Background: an optimization exercise with open tools, aiming at small area. Do not read the settings as production practice.
In this exercise RTL edits were held to simulation tests only and were not proved equivalent to the original.
The clock port is modelled as an ideal driver; clocking choices that lean on that would not hold on a real chip.
Power figures rest on the tool's default switching activity, not on a simulated workload.

### flow/standard.sh
#!/bin/bash
# synth_recipe.tcl (not shown) runs the flow's synth.tcl, then flattens the netlist and writes it again
# the make line also repeats each setting of config.mk as NAME=value (left out here)
make -C /OpenROAD-flow-scripts/flow DESIGN_CONFIG=/design/flow/config.mk WORK_HOME=/design/flow/orfs CLKGATE_MAP_FILE= SYNTH_SCRIPT=/design/flow/synth_recipe.tcl "${@:-finish}"
### flow/flow/clock_tree.tcl
# Builds the clock tree by hand before clock_tree_synthesis runs: the
# registers are split into 4 x 3 groups of nearby registers (columns by x,
# then rows by y), and each group gets one clock buffer placed at its
# centre, driven from one root buffer. That root buffer, between the
# port and these buffers is the port's only load; clock_tree_synthesis is
# told to leave these nets alone.
set ngroup_x 4
set ngroup_y 3
set bufcell sky130_fd_sc_hd__clkbuf_8
set rootcell sky130_fd_sc_hd__clkbuf_8
set block [ord::get_db_block]
set clknet [$block findNet clock]
set sinks {}
foreach it [$clknet getITerms] {
  set inst [$it getInst]
  set bb [$inst getBBox]
  lappend sinks [list $it [expr {([$bb xMin] + [$bb xMax]) / 2}] [expr {([$bb yMin] + [$bb yMax]) / 2}]]
}
proc split_list {l n} {
  set out {}
  set len [llength $l]
  for {set i 0} {$i < $n} {incr i} {
    lappend out [lrange $l [expr {$i * $len / $n}] [expr {($i + 1) * $len / $n - 1}]]
  }
  return $out
}
set groups {}
foreach col [split_list [lsort -integer -index 1 $sinks] $ngroup_x] {
  foreach g [split_list [lsort -integer -index 2 $col] $ngroup_y] {
    lappend groups $g
  }
}
set master [[ord::get_db] findMaster $bufcell]
# the root buffer, at the centre of the registers, is the clock port's only load
set sx 0; set sy 0
foreach s $sinks { incr sx [lindex $s 1]; incr sy [lindex $s 2] }
set root [odb::dbInst_create $block [[ord::get_db] findMaster $rootcell] clkbuf_own_root]
set rootnet [odb::dbNet_create $block clknet_own_root]
$rootnet setSigType CLOCK
[$root findITerm A] connect $clknet
[$root findITerm X] connect $rootnet
$root setLocation [expr {$sx / [llength $sinks]}] [expr {$sy / [llength $sinks]}]
$root setPlacementStatus PLACED
set skip [list clock clknet_own_root]
set k 0
foreach g $groups {
  set sx 0; set sy 0
  foreach s $g { incr sx [lindex $s 1]; incr sy [lindex $s 2] }
  set cx [expr {$sx / [llength $g]}]
  set cy [expr {$sy / [llength $g]}]
  set bi [odb::dbInst_create $block $master clkbuf_own_$k]
  set n [odb::dbNet_create $block clknet_own_$k]
  $n setSigType CLOCK
  foreach s $g {
    set it [lindex $s 0]
    $it disconnect
    $it connect $n
  }
  [$bi findITerm A] connect $rootnet
  lappend skip clknet_own_$k
  [$bi findITerm X] connect $n
  $bi setLocation $cx $cy
  $bi setPlacementStatus PLACED
  puts "clock group $k: [llength $g] registers, buffer at $cx $cy"
  incr k
}
# clock_tree_synthesis leaves these nets as they are
set_cts_config -skip_nets $skip
### flow/flow/cts_args.txt
-sink_clustering_enable -repair_clock_nets -dont_use_dummy_load -buf_list {sky130_fd_sc_hd__clkbuf_4 sky130_fd_sc_hd__clkbuf_8}
### flow/flow/area.abc
strash
dc2
dch -f
amap
mfs2
strash
dc2
dch -f
amap
topo
### flow/design.v
module edge_detector
  #(parameter DELAYED = 0)    
(
  input clock, reset, din,
  output rising,
  output rising_d      
);
  reg a;
  reg [16:0] Ln;    
  reg old;
  wire [16:0] L = Ln ^ 17'h0aaaa;
  wire lo_zero = ~|L[11:0];
  wire mid_zero = ~|L[15:13];
  wire wrap = lo_zero & mid_zero & ~L[12];              
  wire zero = wrap & ~L[16];
  wire at13 = lo_zero & mid_zero & L[12] & ~L[16];      
  wire fb = L[16] ^ L[13] ^ wrap;
  wire leave = DELAYED ? ~din & old & ~zero : ~din & old;
  assign rising = ~a & L[0];
  assign rising_d = a & zero & ~old;
  always @(posedge clock or posedge reset)
    if (reset) begin
      a     <= 1'b0;
      Ln[0] <= 1'b0;
    end
    else begin
      a     <= a ? ~leave : L[0];
      Ln[0] <= a ? (fb & ~leave) : (~L[0] & din);
    end
  always @(posedge clock) begin
    Ln[16:1] <= (a ? L[15:0] : 16'd0) ^ 16'h5555;
    old <= DELAYED ? a & ((old & ~zero) | at13) : a & ~wrap & (old | at13);
  end
endmodule
module dspl_drv_NexysA7
(
  input clock, reset,
  input [6:0] min_left,
  input [5:0] sec_left,
  output [7:0] an, dec_cat
);
  reg [3:0] div;           
  reg [2:0] dig_selection;
  reg [3:0] selected_dig;
  wire rise = &div;
  wire [6:0] val = dig_selection[1] ? min_left : {1'b0, sec_left};
  wire [3:0] tens = val / 7'd10;
  wire [3:0] units = val - tens * 7'd10;
  wire [3:0] digit = dig_selection[2] ? 4'd0 : (dig_selection[0] ? tens : units);
  always @(posedge clock or posedge reset)
    if (reset) begin
      div           <= 4'd11;
      dig_selection <= 3'd0;
      selected_dig  <= 4'd0;
    end
    else begin
      div <= rise ? 4'd6 : div + 4'd1;
      if (rise) begin
        dig_selection <= dig_selection + 3'd1;
        selected_dig  <= digit;
      end
    end
  assign an = {4'b1111,
               dig_selection != 3'd4, dig_selection != 3'd3,
               dig_selection != 3'd2, dig_selection != 3'd1};
  reg [6:0] seg;
  always @*
    case (selected_dig)
      4'h0 : seg = 7'b0000001;
      4'h1 : seg = 7'b1001111;
      4'h2 : seg = 7'b0010010;
      4'h3 : seg = 7'b0000110;
      4'h4 : seg = 7'b1001100;
      4'h5 : seg = 7'b0100100;
      4'h6 : seg = 7'b0100000;
      4'h7 : seg = 7'b0001111;
      4'h8 : seg = 7'b0000000;
      4'h9 : seg = 7'b0000100;
      4'hA : seg = 7'b0001000;
      4'hB : seg = 7'b1100000;
      4'hC : seg = 7'b0110001;
      4'hD : seg = 7'b1000010;
      4'hE : seg = 7'b0110000;
      default : seg = 7'b0111000;
    endcase
  assign dec_cat = {seg, 1'b1};
endmodule
module timer
(
  input start,         
  input pause,         
  input stop,          
  input [6:0] min,
  input [6:0] sec,
  input reset,
  input clock,
  output [7:0] an,
  output [7:0] dec_cat,
  output done
);
  reg clk_1;
  reg [8:0] cont;
  reg [6:0] min_left;
  reg [5:0] sec_left;    
  reg [1:0] EA;
  wire wrap = &cont;
  wire tick = wrap & ~clk_1;
  wire [9:0] half_next = {clk_1, cont} + 10'd1;
  always @(posedge clock or posedge reset)
    if (reset)
      {clk_1, cont} <= 10'd12;
    else if (wrap | ~EA[1])
      {clk_1, cont} <= half_next | {6'd0, wrap, wrap, 2'd0};
  wire sec_zero = (sec_left == 6'd0);
  wire min_zero = (min_left == 7'd0);
  always @(posedge clock or posedge reset)
    if (reset)
      EA <= 2'd0;
    else
      case (EA)
        2'd0: if (start) EA <= 2'd1;
        2'd1: if (stop || (min_zero && sec_zero)) EA <= 2'd0;
              else if (pause) EA <= 2'd2;
        default: if (pause || start) EA <= 2'd1;
                 else if (stop) EA <= 2'd0;
      endcase
  assign done = (EA == 2'd0);
  wire [5:0] sec_dec = sec_zero ? 6'd59 : sec_left - 6'd1;
  wire [6:0] min_dec = sec_zero ? min_left - 7'd1 : min_left;
  wire [5:0] sec_ld = (sec > 7'd59) ? 6'd59 : sec[5:0];
  wire [6:0] min_ld = (min > 7'd99) ? 7'd99 : min;
  always @(posedge clock or posedge reset)
    if (reset) begin
      min_left <= 7'd0;
      sec_left <= 6'd0;
    end
    else if (tick & ~EA[1]) begin
      min_left <= EA[0] ? min_dec : min_ld;
      sec_left <= EA[0] ? sec_dec : sec_ld;
    end
  dspl_drv_NexysA7 driver (.reset(reset), .clock(clock),
    .min_left(min_left), .sec_left(sec_left), .an(an), .dec_cat(dec_cat));
endmodule
module ctrl_microondas
(
  input start,
  input stop,
  input pause,
  input porta,
  input mais,
  input menos,
  input potencia,
  input [1:0] min_mode,
  input sec_mode,
  input reset,
  input clock,
  output [7:0] an,
  output [7:0] dec_cat,
  output [2:0] potencia_rgb
);
  wire start_ed, pause_ed, stop_ed, mais_ed, menos_ed;
  wire t_pause_ed, done_ed;
  reg [1:0] EA;
  reg [1:0] sel_potencia;
  reg porta_pause;
  wire t_start_ed, t_stop_ed;    
  reg [6:0] min, sec;
  edge_detector #(.DELAYED(1)) startf (.clock(clock), .reset(reset), .din(start), .rising(start_ed), .rising_d(t_start_ed));
  edge_detector pausef (.clock(clock), .reset(reset), .din(pause), .rising(pause_ed), .rising_d());
  edge_detector #(.DELAYED(1)) stopf (.clock(clock), .reset(reset), .din(stop), .rising(stop_ed), .rising_d(t_stop_ed));
  edge_detector menosf (.clock(clock), .reset(reset), .din(menos), .rising(menos_ed), .rising_d());
  edge_detector maisf (.clock(clock), .reset(reset), .din(mais), .rising(mais_ed), .rising_d());
  edge_detector tpausef (.clock(clock), .reset(reset), .din(porta_pause), .rising(t_pause_ed), .rising_d());
  timer timepp (.clock(clock), .reset(reset), .start(t_start_ed), .pause(t_pause_ed), .stop(t_stop_ed),
                .min(min), .sec(sec),
                .done(done_ed), .an(an), .dec_cat(dec_cat));
  always @(posedge clock or posedge reset)
    if (reset) begin
      porta_pause <= 1'b0;
    end
    else begin
      porta_pause <= pause_ed | porta;
    end
  always @(posedge clock or posedge reset)
    if (reset)
      EA <= 2'd0;
    else
      case (EA)
        2'd0: if (start_ed) EA <= 2'd3;
        2'd1: if (porta_pause) EA <= 2'd2;
              else if (stop_ed || done_ed) EA <= 2'd0;
        2'd2: if (start_ed || porta_pause) EA <= 2'd1;
        default: if (!done_ed) EA <= 2'd1;
      endcase
  wire sel_min = min_mode[1] | min_mode[0];
  wire ten = min_mode[1] | (~min_mode[0] & sec_mode);
  wire [6:0] op = sel_min ? min : sec;
  wire [6:0] k = ten ? (mais_ed ? 7'd10 : -7'd10) : (mais_ed ? 7'd1 : -7'd1);
  wire [6:0] res = op + k;
  wire go = (mais_ed | menos_ed) & ~potencia;
  wire to99 = min_mode[1] & mais_ed & (min >= 7'd90);
  always @(posedge clock or posedge reset)
    if (reset) begin
      min <= 7'd0;
      sec <= 7'd0;
    end
    else if (EA == 2'd1) begin
      min <= 7'd0;
      sec <= 7'd0;
    end
    else if (go) begin
      if (to99) begin
        min <= 7'd99;
        sec <= 7'd59;
      end
      else if (sel_min)
        min <= res;
      else
        sec <= res;
    end
  always @(posedge clock or posedge reset)
    if (reset)
      sel_potencia <= 2'd0;
    else if (potencia && EA == 2'd0) begin
      if (mais_ed)
        sel_potencia <= (sel_potencia == 2'd0) ? 2'd1 : 2'd2;
      else if (menos_ed)
        sel_potencia <= (sel_potencia == 2'd2) ? 2'd1 : 2'd0;
    end
  assign potencia_rgb = (EA[0] && !porta_pause) ?
                        {sel_potencia[1], sel_potencia == 2'd1, sel_potencia == 2'd0} : 3'b000;
endmodule
### flow/flow/run.sh
#!/bin/bash
# Own layout flow: the standard ORFS flow with
#  - synthesis: the standard synthesis script, but an area-oriented ABC script
#    for the combinational logic and no separate adder extraction (registers
#    come from the same dfflibmap step, so they keep their names and cells);
#  - port buffers of the smallest buffer cell;
#  - a clock tree built by hand (clock_tree.tcl, run before CTS): a root
#    buffer and one leaf buffer per group of nearby registers.
# Each tool's full output goes to a log of its own under logs/.
set -euo pipefail
W=$(pwd)
mkdir -p logs
F=$W/flow

# synthesis script: synth_recipe.tcl with synth.tcl's ABC script swapped
sed -e "s|^source \$::env(SCRIPTS_DIR)/synth_preamble.tcl\$|source \$::env(SCRIPTS_DIR)/synth_preamble.tcl\nset abc_args [lreplace \$abc_args 1 1 $F/area.abc]|" \
  "$FLOW_HOME/scripts/synth.tcl" > "$W/synth_own.tcl"
grep -q "area.abc" "$W/synth_own.tcl"
sed -e "s|^source \$::env(SCRIPTS_DIR)/synth.tcl\$|source $W/synth_own.tcl|" "$W/synth_recipe.tcl" > "$W/own_synth.tcl"
grep -q "synth_own.tcl" "$W/own_synth.tcl"

make -C "$FLOW_HOME" DESIGN_CONFIG="$W/config.mk" WORK_HOME="$W/orfs" CLKGATE_MAP_FILE= \
  SYNTH_SCRIPT="$W/own_synth.tcl" ADDER_MAP_FILE= \
  BUFFER_PORTS_ARGS="-buffer_cell sky130_fd_sc_hd__buf_1" \
  PRE_CTS_TCL="$F/clock_tree.tcl" \
  CTS_ARGS="$(cat $F/cts_args.txt)" \
  finish > logs/make_finish.log 2>&1

R=$W/orfs/results/sky130hd/ctrl_microondas/base
: # left out here: write the final layout as DEF
### flow/constraint.sdc
create_clock -name core_clock -period 10.0 [get_ports {clock}]
set_input_delay 2.0000 -clock core_clock [delete_from_list [all_inputs] [get_ports {clock}]]
set_output_delay 2.0000 -clock core_clock [all_outputs]
set_load 0.01 [all_outputs]
### flow/config.mk
export PLATFORM = sky130hd
export DESIGN_NAME = ctrl_microondas
export DESIGN_NICKNAME = ctrl_microondas
export VERILOG_FILES = /design/flow/design.v
export SDC_FILE = /design/flow/constraint.sdc
export NUM_CORES = 4
export LEC_CHECK = 0
export CAP_MARGIN = 20
export CORE_MARGIN = 2
export CORE_UTILIZATION = 40
export SLEW_MARGIN = 20
==> results.py, run 1 <==
metrics = {
    "sta": {
        "finalMaxSlewViolations": 0,
        "fin_tns_setup_ps": 0,
        "timing.fmax_mhz": 208,
        "finalHoldViolCount": 0,
        "setup_viol": 0,
        "rsz0062_at_grt": "no",
        "fin_crit_sh_pct": 48.1,
        "worst_pin_slew_ps": 877,
        "min_period_ps": 4810,
        "finalClockSkew_ps": 9.89,
        "whs_ps": 384,
        "max-slew-margin-rel_pct": 41.5,
    },
    "grt": {
        "grt_overflow_total": 0,
        "grt_max_degree": 68,
        "grt_pass1_vias": 4874,
        "grt_use_total_pct": 14.5,
        "grt_pass1_wl_um": 22000,
        "antenna_found_initial": 0,
    },
    "worst_setup_path": {
        "reg2reg_to": "timepp.driver.selected_dig[2]",
        "r2r_slack_ps": 6010,
        "r2r_start": "timepp.driver.dig_selection[1]",
        "path_max_fanout": 9,
        "reg2reg_depth": 20,
        "criticalPathCategory": "in2reg",
        "cp.arrival_ps": 5150,
        "cp-start-kind": "primary input",
        "crit_path_end_kind": "flop",
        "crit_required_ps": 10330,
    },
    "floorplanning": {
        "fp.dieH_um": 132,
        "dieWidth_um": 132,
        "coreArea_um2": 15900,
        "ios": 31,
        "floorplan.initialDensity_pct": 41.0,
        "die-area_um2": 17300,
        "fp-row-count": 46,
    },
    "placed_design": {
        "dp_hpwl_um": 8830,
        "port_buffers": 25,
        "placedInstanceArea_um2": 6860,
        "gp_congestion": 0.854,
    },
    "clock_network": {
        "post_cts_resized": 0,
        "clk_latency_ps": 430,
        "cts.clk_slew.worst_paths_ps": 90,
        "ctsHoldBuffers": 0,
        "postCtsSetupRepairBufs": 0,
    },
    "detailed_routing": {
        "drc_errors": 0,
        "drt-initial-drc-count": 279,
        "firstDrtPassIters": 4,
        "drt_wl_total_um": 12400,
        "num_vias": 5099,
        "viasPerCell": 5.02,
        "ant_nets": 0,
        "wl_per_cell_um": 12.2,
    },
    "yosys": {
        "yosysUniqueCellTypes": 42,
        "synth-async-reset-ratio_pct": 39.6,
        "syn_inst": 760,
        "yosysWarnings": 5,
        "synth_edf_count": 0,
        "post_synth.cell_area_avg_um2": 8.56,
        "yosys_register_bits": 169,
        "yosys_most_used_dff": "dfxtp_1",
        "syn_area_um2": 6510,
        "yosysSeqAreaShare_pct": 57.3,
    },
    "final_layout": {
        "synthToLayoutAreaGrowth_pct": 8.23,
        "insertedDiodeCount": 0,
        "most-common-layout-cells": "159 x nor2_1, 108 x nand2_1, 102 x dfxtp_1",
        "final_nets": 813,
        "mostFrequentLayoutCell": "nor2_1",
        "drive_above_1_share_pct": 2.63,
        "stdcell_area_um2": 7040,
        "utilization_pct": 44.3,
    },
    "hold_path": {
        "hold_end": "stopf.Ln[7]",
        "hold_path_class": "reg2reg",
        "min_from": "stopf.Ln[6]",
        "min_path_cells": 1,
    },
    "power": {
        "leakagePower_nw": 2.87,
        "power_density_nw_per_um2": 158,
        "total_power_w": 0.00111,
        "irDropWorstVdd_uv": 80.2,
    },
    "run_status": {
        "status": "finished clean",
    },
    "job": {
        "maxCapViolCount": 0,
    },
}
-- stage by stage --
| step | setup WS, ps | instances |
|---|---|---|
| 2_1_floorplan | 5290 | 764 |
| 3_3_place_gp | 4860 | 1002 |
| 3_5_place_dp | 4780 | 1002 |
| 4_1_cts | 4780 | 1015 |
| 5_1_grt | 4750 | 1015 |
| 6_report | 5190 | 1015 |
-- worst max-delay path: stages --
cell	delay (ps)
buf_1	80
nor2_1	420
clkinv_1	360
o22ai_1	280
nand2_1	110
o21a_1	130
nand2_1	100
and3_1	190
nor2_1	50
nor2_1	120
nor2_1	70
a21oi_1	210
and3_1	210
o22ai_1	120
o21ai_0	160
a21oi_1	70
nor2_1	120
a21oi_1	60
a32o_1	270
-- cell usage after synthesis (7+ instances only) --
cell | instances | area [um^2]
a21oi_1 | 29 | 145
clkinv_1 | 84 | 315
dfrtp_1 | 62 | 1550
dfxtp_1 | 102 | 2040
nand2_1 | 108 | 405
nand3_1 | 15 | 75.1
nand4_1 | 10 | 62.6
nor2_1 | 159 | 597
nor3_1 | 20 | 100
nor4_1 | 7 | 43.8
o21a_1 | 8 | 60.1
o21ai_0 | 54 | 270
o22ai_1 | 32 | 200
o32ai_1 | 7 | 61.3
-- final cells by class --
class / instances / area (um^2)
fill: 1609 / 8840
sequential: 169 / 3720
multi-input combinational: 506 / 2440
inverter: 84 / 315
tap: 216 / 270
buffer: 13 / 179
timing repair buffer: 27 / 109
-- layer usage --
| metal | global-route usage (%) | vias to the layer above | wire length, um |
|---|---|---|---|
| met5 | 0 | - | 0 |
| met4 | 3.44 | 0 | 267 |
| met3 | 1.43 | 21 | 456 |
| met2 | 24.2 | 90 | 5550 |
| met1 | 20.3 | 2348 | 6140 |
| li1 | - | 2640 | - |
-- cell families (layout without fill, tap and decap cells) --
kind of cell	count (synthesis)	count (layout)	synth area share [%]
buffers and inverters	89	124	5.42
AO/OA/AOI/OAI	160	160	15.1
flip-flops	169	169	57.3
AND/OR/NAND/NOR	339	339	21.9
XOR/XNOR	2	2	0.269
other	1	5	0.0576
-- state kept, by name (all words and copies together) (netlist names), 4 cells and up --
| signal | cells |
|---|---|
| timepp.driver.selected_dig | 4 |
| timepp.min_left | 7 |
| sec | 7 |
| timepp.driver.div | 4 |
| startf.Ln | 17 |
| menosf.Ln | 17 |
| stopf.Ln | 17 |
| pausef.Ln | 17 |
| timepp.sec_left | 6 |
| min | 7 |
| maisf.Ln | 17 |
| timepp.cont | 9 |
| tpausef.Ln | 17 |
-- how the worst max path moves through the flow --
stage                start  endpoint  slack, ps  depth (start not counted)
6_report       min_mode[1]    sec[6]       5190                         19
3_3_place_gp   min_mode[1]    sec[6]       4860                         19
5_1_grt        min_mode[1]    min[6]       4750                         20
3_5_place_dp   min_mode[1]    sec[6]       4780                         19
4_1_cts        min_mode[1]    sec[6]       4780                         19
2_1_floorplan  min_mode[1]    sec[6]       5290                         18
-- power by group --
group | internal (W) | switching (W) | leakage [nW] | total (W)
registers | 0.000700 | 0.0000226 | 1.67 | 0.000722
clock network | 0.000116 | 0.000197 | 0.0935 | 0.000313
logic | 0.0000275 | 0.0000460 | 1.10 | 0.0000735
==> run 2, diff against run 1 <==
==> flow/flow/area.abc (replaced) <==
strash
dc2
dch -f
amap -F 4 -A 8
mfs2
strash
dc2
dch -f
amap -F 4 -A 8
topo
==> run 2 against run 1 <==
  * Still clean on timing, DRC and antenna
  * Power is 3.2% higher
  * Register-to-register slack worse by 640 ps
  * Critical path depth is 5 lower
  * Routed wire length is 7.7% higher
  * Sequential share of layout area is 0.38 points higher
  * Global-route usage is 1.0 points higher
  * Worst hold slack better by 3.7 ps
  * Core utilization is 0.15 points lower
  * Largest cell class unchanged
==> results.py, run 2 <==
metrics = {
    "yosys": {
        "yosys_most_used_dff": "dfxtp_1",
        "synth_most_common_cell": "nor2_1",
        "syn_area_um2": 6460,
        "yosys.area.top_type": "dfxtp_1",
        "yosys_register_bits": 169,
        "synth-async-reset-ratio_pct": 39.6,
        "yosysWarnings": 5,
        "synth_common_cells": "135 x nor2_1, 102 x dfxtp_1, 89 x clkinv_1, 89 x nand2_1, 70 x o21ai_0",
        "yosysSeqAreaShare_pct": 57.6,
        "post_synth.cell_area_avg_um2": 8.70,
        "synthDominantCellAreaShare_pct": 31.6,
        "syn_inst": 743,
        "synth_area_leaders": "dfxtp_1 32%, dfrtp_1 24%, nor2_1 7.8%, o21ai_0 5.4%, clkinv_1 5.2%",
        "synth_edf_count": 0,
        "yosysUniqueCellTypes": 43,
    },
    "job": {
        "maxCapViolCount": 0,
    },
    "grt": {
        "grt_max_degree": 68,
        "grt_pass1_vias": 5149,
        "antenna_found_initial": 0,
        "grt_overflow_total": 0,
        "grt_use_total_pct": 15.5,
        "grt_pass1_wl_um": 23400,
    },
    "final_layout": {
        "final_nets": 795,
        "multi_input_area_um2": 2380,
        "synthToLayoutAreaGrowth_pct": 8.17,
        "drive_above_1_share_pct": 2.56,
        "nFillCells": 1571,
        "mostFrequentLayoutCell": "nor2_1",
        "insertedDiodeCount": 0,
        "ff_latch_area_um2": 3720,
        "most-common-layout-cells": "135 x nor2_1, 102 x dfxtp_1, 89 x nand2_1",
    },
    "sta": {
        "setup_ws_ps": 5290,
        "rsz0062_at_grt": "no",
        "fin_crit_sh_pct": 47.1,
        "worst_pin_slew_ps": 983,
        "setup_viol": 0,
        "timing.fmax_mhz": 213,
        "fin_tns_setup_ps": 0,
        "min_period_ps": 4710,
        "finalHoldViolCount": 0,
        "finalMaxSlewViolations": 0,
        "finalClockSkew_ps": 13.5,
        "max-slew-margin-rel_pct": 33.6,
    },
    "power": {
        "pwr-share-clk_pct": 26.9,
        "switching_share_pct": 24.9,
        "cell_internal_pwr_w": 0.000860,
        "power_density_nw_per_um2": 164,
        "combPwrFrac_pct": 8.6,
        "leakagePower_nw": 2.85,
        "power.switching_w": 0.000285,
        "p_seq_share_pct": 64.5,
        "irDropWorstVdd_uv": 119,
    },
    "clock_network": {
        "post_cts_resized": 0,
        "ctsHoldBuffers": 0,
        "cts.clk_slew.worst_paths_ps": 90,
        "postCtsSetupRepairBufs": 0,
        "clk_latency_ps": 440,
    },
    "detailed_routing": {
        "ant_nets": 0,
        "drc_errors": 0,
        "viasPerCell": 5.23,
        "firstDrtPassIters": 5,
        "wl_per_cell_um": 13.4,
        "drt_wl_total_um": 13400,
        "num_vias": 5219,
        "drt-initial-drc-count": 299,
    },
    "floorplanning": {
        "fp.dieH_um": 131,
        "coreArea_um2": 15800,
        "ios": 31,
        "dieWidth_um": 131,
        "fp-row-count": 46,
        "floorplan.initialDensity_pct": 40.8,
        "die-area_um2": 17200,
    },
    "hold_path": {
        "hold_path_class": "reg2reg",
        "hold_end": "startf.Ln[15]",
        "min_from": "startf.Ln[14]",
        "min_path_cells": 1,
    },
    "worst_setup_path": {
        "cpMaxStageDelayCell": "nor2_1",
        "crit_required_ps": 10300,
        "path_max_fanout": 9,
        "cp-start-kind": "primary input",
        "criticalPathCategory": "in2reg",
        "slowest_delay_ps": 430,
        "r2r_start": "timepp.driver.dig_selection[1]",
        "cp.arrival_ps": 5010,
        "r2r_slack_ps": 5370,
        "crit_buf_inv": 2,
        "reg2reg_depth": 23,
        "reg2reg_to": "timepp.driver.selected_dig[3]",
        "path_depth": 14,
        "cp_cell_sequence": "buf_1 -> nor2_1 -> clkinv_1 -> o22ai_1 -> o21ai_0 -> o21ai_0 -> o22ai_1 -> o22ai_1 -> a21boi_0 -> nor2_1 -> o221ai_1 -> nor2_1 -> a21oi_1 -> a311oi_1",
        "cpLargestDelayFamily": "compound AO/OA/AOI/OAI gates",
        "crit_path_end_kind": "flop",
    },
    "placed_design": {
        "dp_worst_setup_slack_ps": 4900,
        "port_buffers": 25,
        "gp_congestion": 0.861,
        "dp_hpwl_um": 9890,
    },
    "run_status": {
        "status": "finished clean",
    },
}
==> run 2: cell types whose count changed after synthesis, sizes merged, moves of 3 or more <==
cell	before	now
a21oi	29	37
a32o	3	0
clkinv	84	89
nand2	108	89
nor2	159	135
nor2b	4	1
o21ai	54	70
o221ai	1	5
o31ai	4	0
or2	3	0
==> run 2: kinds of logic (layout without fill, tap and decap cells) <==
kind of cell	Yosys count	after routing	synth area share, %
other	1	5	0.0580
AO/OA/AOI/OAI	188	188	17.6
buffers and inverters	94	128	5.75
AND/OR/NAND/NOR	289	289	18.7
flip-flops	169	169	57.6
XOR/XNOR	2	2	0.271
==> run 2: power by group through the flow <==
stage	clock (W)	sequential [W]	combinational, W
after floorplan	0	0.000744	0.0000807
after global placement	0	0.000753	0.0000987
after detailed placement	0	0.000753	0.0000998
after CTS	0.000237	0.000754	0.000101
after global routing	0.000349	0.000744	0.000117
final	0.000308	0.000738	0.0000984
==> run 2: per-layer routing <==
metal | vias up | wire length (um) | global-route usage [%]
li1 | 2604 | - | -
met4 | 0 | 340 | 3.74
met1 | 2501 | 6110 | 20.5
met5 | - | 0 | 0
met3 | 22 | 488 | 1.74
met2 | 92 | 6450 | 27.3
==> run 2: worst max-delay path by stage <==
stage                     slack (ps)                             to                            from
after global placement          5070                         min[6]                     min_mode[1]
final                           5290                         min[6]                     min_mode[1]
after floorplan                 5530                         min[6]                     min_mode[1]
after detailed placement        4900                         min[6]                     min_mode[1]
after global routing            4790  timepp.driver.selected_dig[2]  timepp.driver.dig_selection[1]
after CTS                       4890                         min[6]                     min_mode[1]
==> run 2: cell type report <==
cell class              instances  share of cell area [%]
repair buffers                 26                    1.45
inverters                      89                    4.78
multi-input cells             484                    34.1
well taps                     216                    3.87
flip-flops and latches        169                    53.3
plain buffers                  13                    2.56
==> run 2: per-stage QoR <==
stage / cell area, um^2 / power, W / hold slack [ps] / util, % / std cells
floorplan: 6480 / 0.000824 / 353 / - / 747
global placement: 6810 / 0.000852 / 363 / 43.0 / 984
detailed placement: 6810 / 0.000853 / 369 / 43.0 / 984
CTS: 6990 / 0.00109 / 370 / 44.2 / 997
global route: 6990 / 0.00121 / 398 / 44.2 / 997
finish: 6990 / 0.00115 / 387 / 44.2 / 997
==> run 3, diff against run 2 <==
--- a/flow/flow/clock_tree.tcl
+++ b/flow/flow/clock_tree.tcl
@@ -1,3 +1,3 @@
 # Builds the clock tree by hand before clock_tree_synthesis runs: the
-# registers are split into 4 x 3 groups of nearby registers (columns by x,
+# registers are split into 3 x 3 groups of nearby registers (columns by x,
 # then rows by y), and each group gets one clock buffer placed at its
@@ -6,3 +6,3 @@
 # told to leave these nets alone.
-set ngroup_x 4
+set ngroup_x 3
 set ngroup_y 3
==> run 3 against run 2 <==
  * Clock skew fell by 2.0 ps
  * Largest power group unchanged
  * Largest cell class unchanged
  * Fmax fell by 0.35%
  * Global-route usage barely moved
  * Sequential cell count did not move
  * Critical path depth did not move
  * Cell area fell by 0.59%
  * Still clean
==> results.py, run 3 <==
metrics = {
    "run_status": {
        "status": "finished clean",
    },
    "worst_setup_path": {
        "cp.arrival_ps": 5010,
        "cp-start-kind": "primary input",
        "path_max_fanout": 9,
        "reg2reg_depth": 23,
        "crit_path_end_kind": "flop",
        "criticalPathCategory": "in2reg",
        "crit_required_ps": 10290,
    },
    "final_layout": {
        "utilization_pct": 43.9,
        "nFillCells": 1580,
        "synthToLayoutAreaGrowth_pct": 7.53,
        "mostFrequentLayoutCell": "nor2_1",
        "most-common-layout-cells": "135 x nor2_1, 102 x dfxtp_1, 89 x nand2_1",
        "final_nets": 792,
        "multi_input_area_um2": 2380,
        "drive_above_1_share_pct": 2.19,
        "ff_latch_area_um2": 3720,
        "insertedDiodeCount": 0,
    },
    "yosys": {
        "yosysSeqAreaShare_pct": 57.6,
        "yosys_most_used_dff": "dfxtp_1",
        "synth_area_leaders": "dfxtp_1 32%, dfrtp_1 24%, nor2_1 7.8%, o21ai_0 5.4%, clkinv_1 5.2%",
        "yosysWarnings": 5,
        "synth_most_common_cell": "nor2_1",
        "synth_common_cells": "135 x nor2_1, 102 x dfxtp_1, 89 x clkinv_1, 89 x nand2_1, 70 x o21ai_0",
        "yosys_register_bits": 169,
        "yosysUniqueCellTypes": 43,
        "synth_edf_count": 0,
        "syn_inst": 743,
        "yosys.area.top_type": "dfxtp_1",
        "post_synth.cell_area_avg_um2": 8.70,
        "synth-async-reset-ratio_pct": 39.6,
        "syn_area_um2": 6460,
        "synthDominantCellAreaShare_pct": 31.6,
    },
    "sta": {
        "setup_viol": 0,
        "fin_tns_setup_ps": 0,
        "finalClockSkew_ps": 11.5,
        "finalHoldViolCount": 0,
        "rsz0062_at_grt": "no",
        "timing.fmax_mhz": 212,
        "max-slew-margin-rel_pct": 33.0,
        "min_period_ps": 4720,
        "finalMaxSlewViolations": 0,
        "worst_pin_slew_ps": 992,
        "fin_crit_sh_pct": 47.2,
    },
    "power": {
        "power.switching_w": 0.000285,
        "pwr-share-clk_pct": 25.2,
        "combPwrFrac_pct": 8.9,
        "cell_internal_pwr_w": 0.000835,
        "p_seq_share_pct": 66.0,
        "switching_share_pct": 25.4,
        "power_density_nw_per_um2": 161,
        "irDropWorstVdd_uv": 134,
        "leakagePower_nw": 2.83,
    },
    "detailed_routing": {
        "wl_per_cell_um": 13.5,
        "drt-initial-drc-count": 346,
        "drt_wl_total_um": 13500,
        "firstDrtPassIters": 5,
        "drc_errors": 0,
        "viasPerCell": 5.22,
        "num_vias": 5184,
        "ant_nets": 0,
    },
    "hold_path": {
        "hold_path_class": "reg2reg",
        "min_path_cells": 1,
    },
    "floorplanning": {
        "coreArea_um2": 15800,
        "dieWidth_um": 131,
        "floorplan.initialDensity_pct": 40.8,
        "fp.dieH_um": 131,
        "die-area_um2": 17200,
        "fp-row-count": 46,
        "ios": 31,
    },
    "grt": {
        "grt_max_degree": 68,
        "grt_pass1_vias": 5096,
        "antenna_found_initial": 0,
        "grt_pass1_wl_um": 23400,
        "grt_use_total_pct": 15.5,
        "grt_overflow_total": 0,
    },
    "clock_network": {
        "cts.clk_slew.worst_paths_ps": 120,
        "clk_latency_ps": 420,
        "ctsHoldBuffers": 0,
        "post_cts_resized": 0,
        "postCtsSetupRepairBufs": 0,
    },
    "job": {
        "maxCapViolCount": 0,
    },
    "placed_design": {
        "gp_congestion": 0.861,
        "dp_hpwl_um": 9890,
        "port_buffers": 25,
    },
}
==> run 3: cell counts after synthesis <==
Identical to the previous run, type by type.
==> run 3: final timing paths <==
path                                                 from                       endpoint  slack (ps)
setup / recovery                              min_mode[1]                         min[6]        5280
hold reg to reg                             startf.Ln[14]                  startf.Ln[15]         390
min in group asynchronous                           reset                       startf.a        1810
max in group asynchronous                           reset  timepp.driver.selected_dig[0]        7620
hold / removal                              startf.Ln[14]                  startf.Ln[15]         390
setup reg to reg           timepp.driver.dig_selection[1]  timepp.driver.selected_dig[3]        5380
==> run 3: layout make-up <==
cell class              instances  share of cell area, %
flip-flops and latches        169                   53.6
multi-input cells             484                   34.3
inverters                      89                   4.81
well taps                     216                   3.89
plain buffers                  10                   1.98
repair buffers                 26                   1.46
==> run 3: worst max-delay path, cell delays in order <==
cell and delay [ps]:
buf_1 110, nor2_1 430, clkinv_1 380, o22ai_1 290
o21ai_0 160, o21ai_0 300, o22ai_1 180, o22ai_1 220
a21boi_0 270, nor2_1 100, o221ai_1 210, nor2_1 80
a21oi_1 160, a311oi_1 110
==> run 3: power groups by stage <==
stage,Sequential [W],Combinational [W],Clock (W)
after floorplan,0.000744,0.0000807,0
after global placement,0.000753,0.0000987,0
after detailed placement,0.000753,0.0000998,0
after CTS,0.000754,0.000102,0.000206
after global routing,0.000745,0.000117,0.000320
final,0.000739,0.0000995,0.000282
==> run 3: kinds of logic after synthesis <==
group                  synth area share [%]
XOR/XNOR                              0.271
buffers and inverters                  5.75
AO/OA/AOI/OAI                          17.6
other                                0.0580
AND/OR/NAND/NOR                        18.7
flip-flops                             57.6
==> run 3: metal layers <==
layer | up-vias | global-route usage, % | part of all wire, %
li1 | 2601 | - | -
met1 | 2488 | 20.9 | 46
met2 | 76 | 27.1 | 48
met3 | 19 | 1.85 | 3.8
met4 | 0 | 2.96 | 2.1
met5 | - | 0 | 0
==> run 3: through the flow <==
step	cells	power [W]	hold slack [ps]	instance area (um^2)	worst slack (ps)
detailed placement	984	0.000853	369	6810	4900
CTS	994	0.00106	370	6950	4890
floorplan	747	0.000824	353	6480	5530
global route	994	0.00118	411	6950	4790
finish	994	0.00112	393	6950	5280
global placement	984	0.000852	363	6810	5070
==> run 4, diff against run 3 <==
--- a/flow/design.v
+++ b/flow/design.v
@@ -201,8 +201,10 @@
   wire to99 = min_mode[1] & mais_ed & (min >= 7'd90);
-  always @(posedge clock or posedge reset)
-    if (reset) begin
-      min <= 7'd0;
-      sec <= 7'd0;
-    end
-    else if (EA == 2'd1) begin
+  reg fresh;
+  always @(posedge clock or posedge reset)
+    if (reset)
+      fresh <= 1'b1;
+    else
+      fresh <= 1'b0;
+  always @(posedge clock)
+    if (fresh || EA == 2'd1) begin
       min <= 7'd0;
==> run 4 against run 3 <==
  * Still clean on timing, DRC and antenna
  * Combinational power is 9% higher
  * Synthesized cell count up 0.67%
  * Global-route usage is 0.16 points lower
  * Fmax rose by 1.7%
  * Power grew 0.98%
  * Register-to-register slack improved by 590 ps
  * Area after synthesis decreased by 0.45%
  * Routed wire length shrank 4.0%
  * First-iteration DRC count is 27% lower
  * Worst hold slack got worse by 5.6 ps
  * Sequential cell count is 1 higher
==> results.py, run 4 <==
metrics = {
    "yosys": {
        "yosysSeqAreaShare_pct": 57.2,
        "synth-async-reset-ratio_pct": 31.8,
        "synth_edf_count": 0,
        "post_synth.cell_area_avg_um2": 8.60,
        "syn_inst": 748,
        "yosys.area.top_type": "dfxtp_1",
        "yosysWarnings": 5,
        "synthDominantCellAreaShare_pct": 36.1,
        "synth_most_common_cell": "nor2_1",
        "synth_area_leaders": "dfxtp_1 36%, dfrtp_1 19%, nor2_1 8.7%, o21ai_0 5.5%, nand2_1 5.3%",
        "yosys_most_used_dff": "dfxtp_1",
        "yosysUniqueCellTypes": 36,
        "syn_area_um2": 6430,
        "synth_common_cells": "149 x nor2_1, 116 x dfxtp_1, 91 x nand2_1",
        "yosys_register_bits": 170,
    },
    "detailed_routing": {
        "drt-initial-drc-count": 253,
        "firstDrtPassIters": 5,
        "drc_errors": 0,
        "wl_per_cell_um": 12.9,
        "drt_wl_total_um": 12900,
        "viasPerCell": 5.16,
        "ant_nets": 0,
        "num_vias": 5150,
    },
    "placed_design": {
        "gp_congestion": 0.863,
        "placedInstanceArea_um2": 6780,
        "dp_hpwl_um": 9310,
        "port_buffers": 25,
    },
    "clock_network": {
        "ctsHoldBuffers": 0,
        "clk_latency_ps": 420,
        "postCtsSetupRepairBufs": 0,
        "post_cts_resized": 0,
        "cts.clk_slew.worst_paths_ps": 110,
    },
    "worst_setup_path": {
        "cpLargestDelayFamily": "compound AO/OA/AOI/OAI gates",
        "critPathLaunch": "min_mode[1]",
        "r2r_slack_ps": 5970,
        "cpMaxStageDelayCell": "nor2_1",
        "cp_cell_sequence": "buf_1 -> nor2_1 -> clkinv_1 -> a22o_1 -> o21ai_0 -> o21ai_0 -> o21ai_0 -> nor2_1 -> nor2_1 -> o22ai_1 -> o22ai_1 -> o21ai_0 -> a22oi_1 -> nor2_1",
        "cp-start-kind": "primary input",
        "crit_buf_inv": 2,
        "path_max_fanout": 10,
        "crit_required_ps": 10320,
        "crit_path_end_kind": "flop",
        "cp.arrival_ps": 4960,
        "reg2reg_to": "timepp.driver.selected_dig[1]",
        "criticalPathCategory": "in2reg",
        "slowest_delay_ps": 490,
        "r2r_start": "timepp.driver.dig_selection[1]",
        "reg2reg_depth": 18,
    },
    "sta": {
        "fin_tns_setup_ps": 0,
        "finalMaxSlewViolations": 0,
        "finalClockSkew_ps": 14.9,
        "worst_pin_slew_ps": 781,
        "fin_crit_sh_pct": 46.4,
        "timing.fmax_mhz": 215,
        "min_period_ps": 4640,
        "finalHoldViolCount": 0,
        "setup_viol": 0,
        "whs_ps": 387,
        "max-slew-margin-rel_pct": 47.4,
        "rsz0062_at_grt": "no",
    },
    "final_layout": {
        "mostFrequentLayoutCell": "nor2_1",
        "final_nets": 797,
        "synthToLayoutAreaGrowth_pct": 7.56,
        "nFillCells": 1554,
        "insertedDiodeCount": 0,
        "drive_above_1_share_pct": 2.30,
        "stdcell_area_um2": 6920,
        "most-common-layout-cells": "149 x nor2_1, 116 x dfxtp_1, 91 x nand2_1",
    },
    "floorplanning": {
        "fp.dieH_um": 131,
        "fp-row-count": 46,
        "ios": 31,
        "coreArea_um2": 15800,
        "die-area_um2": 17100,
        "dieWidth_um": 131,
        "floorplan.initialDensity_pct": 40.7,
    },
    "power": {
        "p_seq_share_pct": 65.6,
        "power_density_nw_per_um2": 163,
        "leakagePower_nw": 2.71,
        "pwr-share-clk_pct": 24.9,
        "combPwrFrac_pct": 9.5,
        "irDropWorstVdd_uv": 71.6,
        "power.switching_w": 0.000289,
        "switching_share_pct": 25.5,
        "cell_internal_pwr_w": 0.000842,
    },
    "grt": {
        "grt_pass1_wl_um": 22400,
        "grt_use_total_pct": 15.3,
        "grt_overflow_total": 0,
        "grt_max_degree": 55,
        "antenna_found_initial": 0,
        "grt_pass1_vias": 4944,
    },
    "hold_path": {
        "min_from": "startf.Ln[6]",
        "min_path_cells": 1,
        "hold_end": "startf.Ln[7]",
        "hold_path_class": "reg2reg",
    },
    "job": {
        "maxCapViolCount": 0,
    },
    "run_status": {
        "status": "finished clean",
    },
}
-- run 4: cell types whose count changed in the layout (fill, tap and decap cells not counted), sizes merged, moves of 6 or more --
cell    change
dfxtp      +14
clkinv     -18
a21oi       +9
dfrtp      -14
nor2       +14
nor2b       +6
o22ai      -15
-- run 4: worst max path at each step --
stage                         to  slack (ps)  cells past startpoint
after floorplan           sec[6]        5620                     13
after global placement    sec[6]        5190                     14
after detailed placement  min[6]        5030                     15
after CTS                 min[6]        5020                     15
after global routing      min[6]        5030                     15
final                     sec[6]        5360                     14
-- run 4: area by class of cell --
type / count / area (um^2) / area share (%)
Buffer: 10 / 138 / 1.99
Inverter: 71 / 267 / 3.85
Tap cell: 216 / 270 / 3.90
Multi-Input combinational cell: 506 / 2460 / 35.6
Sequential cell: 170 / 3680 / 53.2
Timing Repair Buffer: 26 / 101 / 1.46
-- run 4: logic make-up (layout without fill, tap and decap cells) --
kind of cell    Yosys count  in the layout  share of synthesized area (%)
compound gates          182            182                           16.8
xor+xnor                  1              1                          0.136
buf+inv                  76            107                           4.72
flops                   170            170                           57.2
other cells               2              6                          0.117
simple gates            317            317                           21.0
-- run 4: power by group through the flow --
stage                     clock network [W]  registers, W  logic [W]
after floorplan                           0      0.000747  0.0000881
after global placement                    0      0.000755   0.000106
after detailed placement                  0      0.000756   0.000109
after CTS                          0.000207      0.000757   0.000109
after global routing               0.000322      0.000747   0.000125
final                              0.000281      0.000742   0.000108
-- run 4: stage by stage --
step | cells | util [%] | power, W | worst slack, ps
2_1_floorplan | 752 | - | 0.000835 | 5620
3_5_place_dp | 989 | 42.9 | 0.000865 | 5030
4_1_cts | 999 | 43.7 | 0.00107 | 5020
3_3_place_gp | 989 | 42.9 | 0.000861 | 5190
5_1_grt | 999 | 43.7 | 0.00119 | 5030
6_report | 999 | 43.7 | 0.00113 | 5360
-- run 4: layer usage --
metal	vias to the layer above	GRT usage [%]	routed length (um)
li1	2613	-	-
met1	2432	21.5	6330
met2	91	26.3	5910
met3	14	1.14	442
met4	0	3.13	228
met5	-	0	0
==> run 5, diff against run 4 <==
--- a/flow/flow/clock_tree.tcl
+++ b/flow/flow/clock_tree.tcl
@@ -1,3 +1,3 @@
 # Builds the clock tree by hand before clock_tree_synthesis runs: the
-# registers are split into 3 x 3 groups of nearby registers (columns by x,
+# registers are split into 4 x 3 groups of nearby registers (columns by x,
 # then rows by y), and each group gets one clock buffer placed at its
@@ -6,3 +6,3 @@
 # told to leave these nets alone.
-set ngroup_x 3
+set ngroup_x 4
 set ngroup_y 3
==> run 5 against run 4 <==
  * Largest cell class unchanged
  * Area after synthesis unchanged
  * Global-route usage decreased by 0.069 points
  * Largest power group unchanged
  * First-iteration DRC count increased by 16%
  * Power increased by 2.7%
  * Still clean
  * Die area unchanged
==> results.py, run 5 <==
metrics = {
    "final_layout": {
        "stdcell_count": 1002,
        "final_nets": 800,
        "mostFrequentLayoutCell": "nor2_1",
        "most-common-layout-cells": "149 x nor2_1, 116 x dfxtp_1, 91 x nand2_1",
        "drive_above_1_share_pct": 2.67,
        "insertedDiodeCount": 0,
        "nFillCells": 1548,
        "synthToLayoutAreaGrowth_pct": 8.21,
    },
    "grt": {
        "grt_use_total_pct": 15.3,
        "antenna_found_initial": 0,
        "grt_pass1_vias": 4932,
        "grt_max_degree": 55,
        "grt_pass1_wl_um": 22400,
        "grt_overflow_total": 0,
    },
    "sta": {
        "rsz0062_at_grt": "no",
        "worst_pin_slew_ps": 787,
        "finalHoldViolCount": 0,
        "fin_crit_sh_pct": 46.2,
        "finalMaxSlewViolations": 0,
        "max-slew-margin-rel_pct": 47.0,
        "finalClockSkew_ps": 10.6,
        "timing.fmax_mhz": 217,
        "whs_ps": 385,
        "fin_tns_setup_ps": 0,
        "setup_ws_ps": 5380,
        "setup_viol": 0,
        "min_period_ps": 4620,
    },
    "yosys": {
        "synth-async-reset-ratio_pct": 31.8,
        "syn_inst": 748,
        "synth_edf_count": 0,
        "yosysSeqAreaShare_pct": 57.2,
        "yosysWarnings": 5,
        "syn_area_um2": 6430,
        "post_synth.cell_area_avg_um2": 8.60,
        "synth_most_common_cell": "nor2_1",
        "synth_area_leaders": "dfxtp_1 36%, dfrtp_1 19%, nor2_1 8.7%, o21ai_0 5.5%, nand2_1 5.3%",
        "synthDominantCellAreaShare_pct": 36.1,
        "yosys.area.top_type": "dfxtp_1",
        "yosys_most_used_dff": "dfxtp_1",
        "synth_common_cells": "149 x nor2_1, 116 x dfxtp_1, 91 x nand2_1",
        "yosysUniqueCellTypes": 36,
        "yosys_register_bits": 170,
    },
    "detailed_routing": {
        "drc_errors": 0,
        "viasPerCell": 5.14,
        "ant_nets": 0,
        "num_vias": 5154,
        "drt_wl_total_um": 12900,
        "wl_per_cell_um": 12.9,
        "drt-initial-drc-count": 293,
        "firstDrtPassIters": 4,
    },
    "worst_setup_path": {
        "crit_path_end_kind": "flop",
        "reg2reg_to": "timepp.driver.selected_dig[1]",
        "reg2reg_depth": 18,
        "cp-start-kind": "primary input",
        "r2r_slack_ps": 5980,
        "cp.arrival_ps": 4940,
        "path_max_fanout": 10,
        "crit_required_ps": 10330,
        "r2r_start": "timepp.driver.dig_selection[1]",
        "criticalPathCategory": "in2reg",
    },
    "hold_path": {
        "min_path_cells": 1,
        "hold_path_class": "reg2reg",
        "min_from": "stopf.Ln[12]",
        "hold_end": "stopf.Ln[13]",
    },
    "run_status": {
        "status": "finished clean",
    },
    "power": {
        "cell_internal_pwr_w": 0.000867,
        "pwr-share-clk_pct": 26.9,
        "power.switching_w": 0.000294,
        "irDropWorstVdd_uv": 107,
        "p_seq_share_pct": 63.8,
        "leakagePower_nw": 2.73,
        "combPwrFrac_pct": 9.3,
        "switching_share_pct": 25.3,
        "power_density_nw_per_um2": 167,
    },
    "clock_network": {
        "ctsHoldBuffers": 0,
        "cts.clk_slew.worst_paths_ps": 90,
        "post_cts_resized": 0,
        "postCtsSetupRepairBufs": 0,
        "clk_latency_ps": 430,
    },
    "placed_design": {
        "dp_hpwl_um": 9310,
        "gp_congestion": 0.863,
        "port_buffers": 25,
        "dp_worst_setup_slack_ps": 5030,
        "dp.cells": 989,
    },
    "floorplanning": {
        "ios": 31,
        "dieWidth_um": 131,
        "die-area_um2": 17100,
        "fp-row-count": 46,
        "fp.dieH_um": 131,
        "coreArea_um2": 15800,
        "floorplan.initialDensity_pct": 40.7,
    },
    "job": {
        "maxCapViolCount": 0,
    },
}
==> run 5: power by group through the flow <==
stage	Combinational, W	Clock, W	Sequential [W]
floorplan	0.0000881	0	0.000747
global placement	0.000106	0	0.000755
detailed placement	0.000109	0	0.000756
CTS	0.000109	0.000238	0.000757
global route	0.000125	0.000353	0.000747
finish	0.000107	0.000313	0.000741
==> run 5: cell type report <==
type	instances	area (um^2)	share of cell area, %
timing repair buffer	26	101	1.46
tap	216	270	3.88
multi-input combinational	506	2460	35.4
sequential	170	3680	52.9
inverter	71	267	3.83
buffer	13	179	2.57
==> run 5: layer usage <==
layer | vias up | GRT usage, % | routed length, um
met1 | 2440 | 21.3 | 6320
met4 | 0 | 2.44 | 187
met2 | 82 | 26.3 | 5880
met5 | - | 0 | 0
li1 | 2620 | - | -
met3 | 12 | 1.51 | 528
==> run 5: worst max-delay path by stage <==
| stage | from | endpoint | slack, ps |
|---|---|---|---|
| floorplan | min_mode[1] | sec[6] | 5620 |
| detailed placement | min_mode[1] | min[6] | 5030 |
| global placement | min_mode[1] | sec[6] | 5190 |
| finish | min_mode[1] | sec[6] | 5380 |
| CTS | min_mode[1] | min[6] | 5020 |
| global route | min_mode[1] | min[6] | 5050 |
==> run 5: metrics by stage <==
step	total power, W	area, um^2	util [%]
2_1_floorplan	0.000835	6450	-
3_3_place_gp	0.000861	6780	42.9
3_5_place_dp	0.000865	6780	42.9
4_1_cts	0.00110	6960	44.0
5_1_grt	0.00122	6960	44.0
6_report	0.00116	6960	44.0
==> run 5: cell families (layout without fill, tap and decap cells) <==
family,Yosys count,count (layout),synth area share [%]
DFF,170,170,57.2
AOI/OAI and AO/OA,182,182,16.8
other,2,6,0.117
buffers and inverters,76,110,4.72
xor gates and xnor gates,1,1,0.136
and+or+nand+nor,317,317,21.0
==> run 5: critical path: stages <==
cell	delay [ps]
buf_1	110
nor2_1	480
clkinv_1	370
a22o_1	300
o21ai_0	260
o21ai_0	180
o21ai_0	300
nor2_1	70
nor2_1	170
o22ai_1	130
o22ai_1	170
o21ai_0	140
a22oi_1	200
nor2_1	60

## port drivers added, routing unchanged
How much do the figures lean on ideal ports? The routed layouts below were timed once more, with nothing changed but the port constraints.
Step 1 assumes that a clkbuf_16 drives the clock port and a buf_2 every other input.
Step 2 moves the port delays by t, midway between the first and last clock arrival at a register: inputs arrive t later, outputs are due t later. That takes back most of the time a late clock gives input paths.
Three values: no drivers, after step 1, after step 2; two values: the first two.
run | t, ns | setup WS [ns] | latest minus earliest clock arrival (ns) | worst slew at a driven data input, ns | cell pins on the clock port's net
run 1 | 0.468 | 5.186 / 5.203 / 4.735 | 0.012 / 0.011 | 0.03 | 1
run 2 | 0.468 | 5.295 / 5.308 / 4.841 | 0.019 / 0.019 | 0.05 | 1
run 3 | 0.447 | 5.278 / 5.292 / 4.845 | 0.015 / 0.016 | 0.05 | 1
run 4 | 0.444 | 5.358 / 5.369 / 4.925 | 0.020 / 0.020 | 0.04 | 1
run 5 | 0.462 | 5.382 / 5.397 / 4.936 | 0.014 / 0.015 | 0.04 | 1
After both steps setup and hold are still met in every run listed. For run 2, which loses most, drivers alone change the setup slack by +0.013 ns; drivers and shift together by -0.454 ns.
